From an optimization exercise on the open Yosys and OpenROAD flow, aimed at small area and a short achievable clock period; shortcuts taken in it are not production practice. RTL that was checked went through simulation tests only; none was proved equivalent to the original.

==> v21: inputs <==
==> flow/design.v (excerpt) <==
module divider (input logic [15:0] N,D,IA0,IA1,IA2,IA3,
                input logic clk, reset, kSave, nSave, dSave, kNextSel,
                input logic [1:0] muxSelB,
                output logic [15:0] quotient, remainder);
==> module divider, before the edit <==
module divider (input logic [15:0] N,D,IA0,IA1,IA2,IA3,
                input logic clk, reset, kSave, nSave, dSave, kNextSel,
                input logic [1:0] muxSelB,
                output logic [15:0] quotient, remainder);
  logic [15:0] n, d, k, left, right, p;
  logic s0, s1, s2, s3, sk;
  assign s0 = ~reset & kNextSel & (D[14:13] == 2'd0);
  assign s1 = ~reset & kNextSel & (D[14:13] == 2'd1);
  assign s2 = ~reset & kNextSel & (D[14:13] == 2'd2);
  assign s3 = ~reset & kNextSel & (D[14:13] == 2'd3);
  assign sk = ~reset & ~kNextSel;
  assign left = ({16{s0}} & IA0) | ({16{s1}} & IA1) | ({16{s2}} & IA2) | ({16{s3}} & IA3)
              | ({16{sk}} & k);
  always_comb
    case (muxSelB)
      2'd0: right = N;
      2'd1: right = D;
      2'd2: right = n;
      default: right = d;
    endcase
  multiplier mult(.x(left), .y(right), .p(p));
  always_ff @(posedge clk) begin
    if (nSave | reset) n <= p;
    if (dSave | reset) d <= p;
    if (kSave | reset) k <= ~(p | {16{reset}});
    if (nSave | reset) quotient <= n & {16{~reset}};
  end
  assign remainder = 16'b0;
endmodule
Settings: LEC_CHECK=0, CAP_MARGIN=20, CORE_MARGIN=2, CORE_UTILIZATION=40, SLEW_MARGIN=20; clock period 18.0 ns.
standard.sh (not shown) runs the stock make flow with config.mk's settings and CLKGATE_MAP_FILE= SYNTH_SCRIPT=/design/flow/synth_recipe.tcl, a recipe that flattens the netlist after the stock synthesis.
==> flow/flow/run.sh <==
#!/bin/bash
# Own layout flow: the standard flow (standard.sh) with two changes:
#  - the full-adder and half-adder modules (fa, ha) are kept as their own modules through
#    synthesis, so each becomes one sky130 fa/ha cell, and the netlist is flattened at the end
#    as the standard synthesis does;
#  - port buffers are buf_2 cells instead of the default delay-buffer cell.
set -euo pipefail
W=$PWD
export SYNTH_KEEP_MODULES="fa ha"
export BUFFER_PORTS_ARGS="-buffer_cell sky130_fd_sc_hd__buf_1"
export CTS_BUF_LIST=sky130_fd_sc_hd__clkbuf_8
export SETUP_SLACK_MARGIN=8
export ABC_AREA=1
bash "$W/standard.sh" > "$W/standard_flow.log" 2>&1
==> v27: changes against v21 <==
==> flow/flow/run.sh (replaced) <==
#!/bin/bash
# Own layout flow: the standard flow (standard.sh) with these changes:
#  - synthesis keeps the full-adder and half-adder modules (fa, ha) as their own modules so
#    each becomes one sky130 fa/ha cell, and extracts adders only inside them (not in the rest
#    of the logic, e.g. the final carry-lookahead adder); the netlist is then flattened and
#    renamed exactly as the standard synthesis script does;
#  - the remaining logic is mapped with flow/abc.script (ABC map with area recovery, no
#    buffering or sizing: the layout's repair sizes cells with real wire loads);
#  - port buffers are small buf cells instead of the default delay-buffer cell;
#  - timing repair aims for extra setup margin (SETUP_SLACK_MARGIN).
set -euo pipefail
W=$PWD
export SYNTH_KEEP_MODULES="fa ha"
export BUFFER_PORTS_ARGS="-buffer_cell sky130_fd_sc_hd__buf_1"
export ABC_AREA=1
export SETUP_SLACK_MARGIN=8.4
sed 's#^  extract_fa {\*}\[dont_use_extract_fa_args\]$#  extract_fa {*}[dont_use_extract_fa_args] fa ha#' \
  "$FLOW_HOME/scripts/synth.tcl" > "$W/synth_mod.tcl"
grep -q 'extract_fa {\*}\[dont_use_extract_fa_args\] fa ha' "$W/synth_mod.tcl"
# abc: our own mapping script (flow/abc.script) in place of ORFS's
sed -i 's#^  log_cmd abc {\*}\$abc_args$#  set abc_args [lreplace $abc_args 1 1 $::env(OWN_ABC_SCRIPT)]\n&#' "$W/synth_mod.tcl"
grep -q 'OWN_ABC_SCRIPT' "$W/synth_mod.tcl"
export OWN_ABC_SCRIPT="$W/flow/abc.script"
sed "s#\$::env(SCRIPTS_DIR)/synth.tcl#$W/synth_mod.tcl#" "$W/synth_recipe.tcl" > "$W/own_synth.tcl"
grep -q "source $W/synth_mod.tcl" "$W/own_synth.tcl"
sed "s#SYNTH_SCRIPT=[^ ]*#SYNTH_SCRIPT=$W/own_synth.tcl#" "$W/standard.sh" > "$W/own_standard.sh"
grep -q "SYNTH_SCRIPT=$W/own_synth.tcl" "$W/own_standard.sh"
bash "$W/own_standard.sh" > "$W/standard_flow.log" 2>&1
==> flow/flow/abc.script (new file) <==
strash
dch
map -B 0.9
topo
stime -c
--- a/flow/config.mk
+++ b/flow/config.mk
@@ -8,4 +8,5 @@
 export CAP_MARGIN = 20
 export CORE_MARGIN = 2
-export CORE_UTILIZATION = 40
+export CORE_UTILIZATION = 55
+export CTS_BUF_LIST = sky130_fd_sc_hd__clkbuf_8
 export SLEW_MARGIN = 20
==> v37: changes against v21 <==
==> flow/flow/run.sh (replaced) <==
#!/bin/bash
# Own layout flow: the standard flow (standard.sh) with these changes:
#  - synthesis keeps the full-adder and half-adder modules (fa, ha) as their own modules so
#    each becomes one sky130 fa/ha cell, and extracts adders only inside them (not in the rest
#    of the logic, e.g. the final carry-lookahead adder); the netlist is then flattened and
#    renamed exactly as the standard synthesis script does;
#  - the remaining logic is mapped with flow/abc.script (area-oriented &nf mapping);
#  - port buffers are small buf cells instead of the default delay-buffer cell;
#  - timing repair aims for extra setup margin (SETUP_SLACK_MARGIN).
set -euo pipefail
W=$PWD
export SYNTH_KEEP_MODULES="fa ha"
export BUFFER_PORTS_ARGS="-buffer_cell sky130_fd_sc_hd__buf_1"
export ABC_AREA=1
export SETUP_SLACK_MARGIN=9.0
sed 's#^  extract_fa {\*}\[dont_use_extract_fa_args\]$#  extract_fa {*}[dont_use_extract_fa_args] fa ha#' \
  "$FLOW_HOME/scripts/synth.tcl" > "$W/synth_mod.tcl"
grep -q 'extract_fa {\*}\[dont_use_extract_fa_args\] fa ha' "$W/synth_mod.tcl"
# abc: our own mapping script (flow/abc.script) in place of ORFS's
sed -i 's#^  log_cmd abc {\*}\$abc_args$#  set abc_args [lreplace $abc_args 1 1 $::env(OWN_ABC_SCRIPT)]\n&#' "$W/synth_mod.tcl"
grep -q 'OWN_ABC_SCRIPT' "$W/synth_mod.tcl"
export OWN_ABC_SCRIPT="$W/flow/abc.script"
sed "s#\$::env(SCRIPTS_DIR)/synth.tcl#$W/synth_mod.tcl#" "$W/synth_recipe.tcl" > "$W/own_synth.tcl"
grep -q "source $W/synth_mod.tcl" "$W/own_synth.tcl"
sed "s#SYNTH_SCRIPT=[^ ]*#SYNTH_SCRIPT=$W/own_synth.tcl#" "$W/standard.sh" > "$W/own_standard.sh"
grep -q "SYNTH_SCRIPT=$W/own_synth.tcl" "$W/own_standard.sh"
bash "$W/own_standard.sh" > "$W/standard_flow.log" 2>&1
==> flow/flow/abc.script (new file) <==
strash
dch
map -B 0.9
topo
stime -c
--- a/flow/config.mk
+++ b/flow/config.mk
@@ -9,3 +9,4 @@
 export CORE_MARGIN = 2
 export CORE_UTILIZATION = 40
+export CTS_BUF_LIST = sky130_fd_sc_hd__clkbuf_8
 export SLEW_MARGIN = 20
==> v33: changes against v21 <==
--- a/flow/design.v
+++ b/flow/design.v
@@ -1237,9 +1237,9 @@
   logic [15:0] n, d, k, left, right, p;
   logic s0, s1, s2, s3, sk;
-  assign s0 = ~reset & kNextSel & (D[14:13] == 2'd0);
-  assign s1 = ~reset & kNextSel & (D[14:13] == 2'd1);
-  assign s2 = ~reset & kNextSel & (D[14:13] == 2'd2);
-  assign s3 = ~reset & kNextSel & (D[14:13] == 2'd3);
-  assign sk = ~reset & ~kNextSel;
+  assign s0 = kNextSel & (D[14:13] == 2'd0);
+  assign s1 = kNextSel & (D[14:13] == 2'd1);
+  assign s2 = kNextSel & (D[14:13] == 2'd2);
+  assign s3 = kNextSel & (D[14:13] == 2'd3);
+  assign sk = ~kNextSel;
   assign left = ({16{s0}} & IA0) | ({16{s1}} & IA1) | ({16{s2}} & IA2) | ({16{s3}} & IA3)
               | ({16{sk}} & k);
@@ -1253,6 +1253,6 @@
   multiplier mult(.x(left), .y(right), .p(p));
   always_ff @(posedge clk) begin
-    if (nSave | reset) n <= p;
-    if (dSave | reset) d <= p;
+    if (nSave | reset) n <= p & {16{~reset}};
+    if (dSave | reset) d <= p & {16{~reset}};
     if (kSave | reset) k <= ~(p | {16{reset}});
     if (nSave | reset) quotient <= n & {16{~reset}};
==> flow/flow/run.sh (replaced) <==
#!/bin/bash
# Own layout flow: the standard flow (standard.sh) with these changes:
#  - synthesis keeps the full-adder and half-adder modules (fa, ha) as their own modules so
#    each becomes one sky130 fa/ha cell, and extracts adders only inside them (not in the rest
#    of the logic, e.g. the final carry-lookahead adder); the netlist is then flattened and
#    renamed exactly as the standard synthesis script does;
#  - the remaining logic is mapped with flow/abc.script (ABC map with area recovery, no
#    buffering or sizing: the layout's repair sizes cells with real wire loads);
#  - port buffers are small buf cells instead of the default delay-buffer cell;
#  - timing repair aims for extra setup margin (SETUP_SLACK_MARGIN).
set -euo pipefail
W=$PWD
export SYNTH_KEEP_MODULES="fa ha"
export BUFFER_PORTS_ARGS="-buffer_cell sky130_fd_sc_hd__buf_1"
export ABC_AREA=1
export SETUP_SLACK_MARGIN=8.4
sed 's#^  extract_fa {\*}\[dont_use_extract_fa_args\]$#  extract_fa {*}[dont_use_extract_fa_args] fa ha#' \
  "$FLOW_HOME/scripts/synth.tcl" > "$W/synth_mod.tcl"
grep -q 'extract_fa {\*}\[dont_use_extract_fa_args\] fa ha' "$W/synth_mod.tcl"
# abc: our own mapping script (flow/abc.script) in place of ORFS's
sed -i 's#^  log_cmd abc {\*}\$abc_args$#  set abc_args [lreplace $abc_args 1 1 $::env(OWN_ABC_SCRIPT)]\n&#' "$W/synth_mod.tcl"
grep -q 'OWN_ABC_SCRIPT' "$W/synth_mod.tcl"
export OWN_ABC_SCRIPT="$W/flow/abc.script"
sed "s#\$::env(SCRIPTS_DIR)/synth.tcl#$W/synth_mod.tcl#" "$W/synth_recipe.tcl" > "$W/own_synth.tcl"
grep -q "source $W/synth_mod.tcl" "$W/own_synth.tcl"
sed "s#SYNTH_SCRIPT=[^ ]*#SYNTH_SCRIPT=$W/own_synth.tcl#" "$W/standard.sh" > "$W/own_standard.sh"
grep -q "SYNTH_SCRIPT=$W/own_synth.tcl" "$W/own_standard.sh"
bash "$W/own_standard.sh" > "$W/standard_flow.log" 2>&1
==> flow/flow/abc.script (new file) <==
strash
dch
map -B 0.9
topo
stime -c
--- a/flow/config.mk
+++ b/flow/config.mk
@@ -9,3 +9,4 @@
 export CORE_MARGIN = 2
 export CORE_UTILIZATION = 40
+export CTS_BUF_LIST = sky130_fd_sc_hd__clkbuf_8
 export SLEW_MARGIN = 20
==> comparison table <==
| metric | v21 | v37 | v27 | v33 |
|---|---|---|---|---|
| Number of logic inverters in the finished layout | 103 | 131 | 129 | 133 |
| Dpl hpwl | 22120 um | 22140 um | 21690 um | 22250 um |
| Standard-cell rows | 56 | 54 | 46 | 55 |
| Relative slew slack | 44.21% | 46.77% | 45.73% | 44.73% |
| Met3 Usage GRT | 4.102% | 4.877% | 8.025% | 4.175% |
| Met2 track demand over resource in global routing | 37.99% | 40.54% | 50.47% | 42.86% |
| Achievable frequency | 0.1041 GHz | 0.1133 GHz | 0.1074 GHz | 0.1082 GHz |
| Minimum setup slack among reg-to-reg paths | 11.69 ns | 12.48 ns | 12.12 ns | 12.20 ns |
| Status | no timing/DRC/antenna violations | no timing/DRC/antenna violations | no timing/DRC/antenna violations | no timing/DRC/antenna violations |
| Post-CTS sizing | 10 | 58 | 29 | 28 |
| Initial core utilization | 40.34% | 40.82% | 56.25% | 40.29% |
| Number of iterations in the first detailed-routing pass | 5 | 5 | 5 | 6 |
| Area share of the largest cell type after synthesis | 24.53% | 24.20% | 24.20% | 23.92% |
| Grt met1 use | 29.33% | 33.21% | 44.84% | 30.30% |
| Fraction of final layout cells with drive strength greater than 1 | 10.94% | 21.95% | 11.06% | 11.20% |
| Vias per cell | 5.498 | 5.521 | 5.754 | 5.610 |
The RTL of v33 was laid out without a check of its function.

[what the ideal ports hide]
How much do the figures lean on ideal ports? The routed layouts below were timed once more, with nothing changed but the port constraints. Step 1: set_driving_cell puts a clkbuf_16 on clk and a buf_2 on each other input, an assumption about the parent block. Step 2, shift: input delay + t, output delay - t, t = (earliest + latest rising clock arrival at the registers) / 2. This alone moves slack from input paths to output paths. Three values: no drivers, after step 1, after step 2; two values: the first two.
run | t (ns) | setup slack, ns | hold WS [ns] | pins driven straight from the clock port
v21 | 0.372 | 8.397 / 8.405 / 8.032 | 0.562 / 0.562 / 0.562 | 1
v27 | 0.370 | 8.693 / 8.696 / 8.326 | 0.585 / 0.585 / 0.585 | 1
v37 | 0.378 | 9.171 / 9.179 / 8.801 | 0.594 / 0.594 / 0.594 | 1
v33 | 0.387 | 8.754 / 8.761 / 8.374 | 0.599 / 0.599 / 0.599 | 1
After both steps every run listed still meets setup and hold. The setup slack of v33, which loses most, moves by +0.007 ns with the drivers and by -0.380 ns with both steps.
